Context: an optimization exercise on an open-source flow, tuned for small area, a short achievable clock period and few clock cycles. The choices shown serve that exercise and are no tape-out recipe. At most, simulation tests tie the RTL to the original design; equivalence was not proved. No driver is modelled on the clock port, so clock power and skew are understated where the tree is cut down; a real chip needs a root buffer or a tree.

## HT_TOP
module HT_TOP(
    input clk,
    input rst_n,
    input in_valid,
    input [2:0] in_weight,
    input out_mode,
    output reg out_valid,
    output reg out_code
);
function [3:0] add3(input [2:0] a, input [2:0] b);
    reg [2:0] g, p; reg [3:0] c;
    begin
        g = a & b; p = a ^ b;
        c[0] = 1'b0;
        c[1] = g[0];
        c[2] = g[1] | (p[1] & g[0]);
        c[3] = g[2] | (p[2] & g[1]) | (p[2] & p[1] & g[0]);
        add3 = {c[3], p ^ c[2:0]};
    end
endfunction
function [5:0] add6(input [5:0] a, input [5:0] b);
    reg [5:0] g, p, c;
    begin
        g = a & b; p = a ^ b;
        c[0] = 1'b0;
        c[1] = g[0];
        c[2] = g[1] | (p[1] & g[0]);
        c[3] = g[2] | (p[2] & g[1]) | (p[2] & p[1] & g[0]);
        c[4] = g[3] | (p[3] & g[2]) | (p[3] & p[2] & g[1]) | (p[3] & p[2] & p[1] & g[0]);
        c[5] = g[4] | (p[4] & g[3]) | (p[4] & p[3] & g[2]) | (p[4] & p[3] & p[2] & g[1])
             | (p[4] & p[3] & p[2] & p[1] & g[0]);
        add6 = p ^ c;
    end
endfunction
function ge3(input [2:0] a, input [2:0] b);
    reg [2:0] gt, lt;
    begin
        gt = a & ~b; lt = ~a & b;
        ge3 = ~(lt[2] | (~gt[2] & (lt[1] | (~gt[1] & lt[0]))));
    end
endfunction
function ge6(input [5:0] a, input [5:0] b);
    reg [5:0] gt, lt;
    begin
        gt = a & ~b; lt = ~a & b;
        ge6 = ~(lt[5] | (~gt[5] & (lt[4] | (~gt[4] & (lt[3] | (~gt[3] &
              (lt[2] | (~gt[2] & (lt[1] | (~gt[1] & lt[0]))))))))));
    end
endfunction
reg       iv;               
always @(posedge clk or negedge rst_n) begin
    if (!rst_n)
        iv <= 1'b0;
    else
        iv <= in_valid;
end
always @(posedge clk) begin
  ...
Size: ~1500 cells after synthesis, about 9 I/O pins, roughly 9400 sq um of cells after synthesis.
Settings: LEC_CHECK=0, ABC_AREA=1, CAP_MARGIN=20, CORE_MARGIN=2, CORE_UTILIZATION=40, SETUP_SLACK_MARGIN=3.9, SLEW_MARGIN=20; clock period 6.0 ns.
standard.sh (not shown) runs the stock make flow with config.mk's settings and CLKGATE_MAP_FILE= SYNTH_SCRIPT=/design/flow/synth_recipe.tcl, a recipe that flattens the netlist after the stock synthesis.
==> flow/flow/run.sh <==
#!/bin/bash
# Own flow: the standard layout, with a hook after CTS that replaces the
# clock tree by four clkbuf_16 fed by the clock port (flow/reclk.tcl).
set -euo pipefail
W=$(pwd)
export FLOW_FLOW_DIR="$W/flow"
export POST_CTS_TCL="$W/flow/post_cts.tcl"
bash standard.sh finish > "$W/standard_flow.log" 2>&1
Other scripts of this flow, unchanged in this note and not shown: flow/flow/post_cts.tcl, flow/flow/reclk.tcl
The baseline went through all stages and came out clean.
Then changed:
SETUP_SLACK_MARGIN = 3.98   (was 3.9)
Flip-flop and latch count stays the same.
Maximum frequency falls slightly.
Setup slack loses 0.042 ns.
Critical path depth climbs by 1.
First-iteration DRC count climbs by roughly a tenth.
No run of this note included a check of the RTL's function; only the layout flow was run. No run of this note takes its clock network from TritonCTS; it comes from the design's own scripts or RTL.

---

## AL
Another version of the RTL of HT_TOP (not shown whole).
For scale: roughly 140 flip-flops, roughly 9 I/O pins.
Settings: LEC_CHECK=0, ABC_AREA=1, CAP_MARGIN=20, CORE_MARGIN=2, CORE_UTILIZATION=40, PLACE_DENSITY=0.7, SETUP_SLACK_MARGIN=4.0, SLEW_MARGIN=20; clock period 6.0 ns.
Scripts as last shown in full above: flow/flow/run.sh
Other scripts of this flow, unchanged in this note and not shown: flow/flow/post_cts.tcl, flow/flow/reclk.tcl
Testbench counts of AL, summed over its fixed seeds: cycles 17,157.
--- input diff AL..MS ---
Settings: a deleted PLACE_DENSITY that had been 0.7.
--- outcome ---
MS vs. AL: total routing resource utilization after global routing went up by 1.2 points. Routed wire in MS totals more than in AL. For AL, the launching element of the worst setup path was out_code, unlike MS, where it was Y[5]. Summary of MS over AL: post-layout minimum cycle time now smaller; design area comparable; wire length of the first global-routing pass now larger; count of inverters other than clock inverters in the layout now larger. Largest fanout on the critical path (higher): MS. Setup slack after placement was higher in the run labelled AL. Sort MS and AL by maximum clock frequency desc -> top: MS.
In every run of this note, the design's own scripts or RTL, not TritonCTS, make the clock network.

[port drivers added, routing unchanged]
The flow's constraints put no driver on any port. The routed layouts listed below were extracted and timed again, unchanged, in two steps. Step 1 assumes that a clkbuf_16 drives the clock port and a buf_2 every other input. Step 2 times the ports against the registers' clock, not the clock port: input delays grow and output delays shrink by t, the midpoint of the rising clock arrivals with the driver on. a / b / c = ideal / step 1 / step 2; a / b = the first two.
| run | shift t [ns] | setup slack, ns | worst hold slack (ns) | cell pins on the clock port's net |
|---|---|---|---|---|
| the first run of note 1 | 0.376 | 3.877 / 3.875 / 3.877 | 0.474 / 0.474 / 0.474 | 4 |
| the second run of note 1 | 0.376 | 3.835 / 3.835 / 3.835 | 0.474 / 0.474 / 0.474 | 4 |
| AL | 0.321 | 3.995 / 3.902 / 3.860 | 0.470 / 0.470 / 0.470 | 4 |
| MS | 0.320 | 4.003 / 3.964 / 3.889 | 0.461 / 0.461 / 0.461 | 4 |
After both steps every run listed still meets setup and hold. The setup slack of AL, which loses most, moves by -0.093 ns with the drivers and by -0.135 ns with both steps.
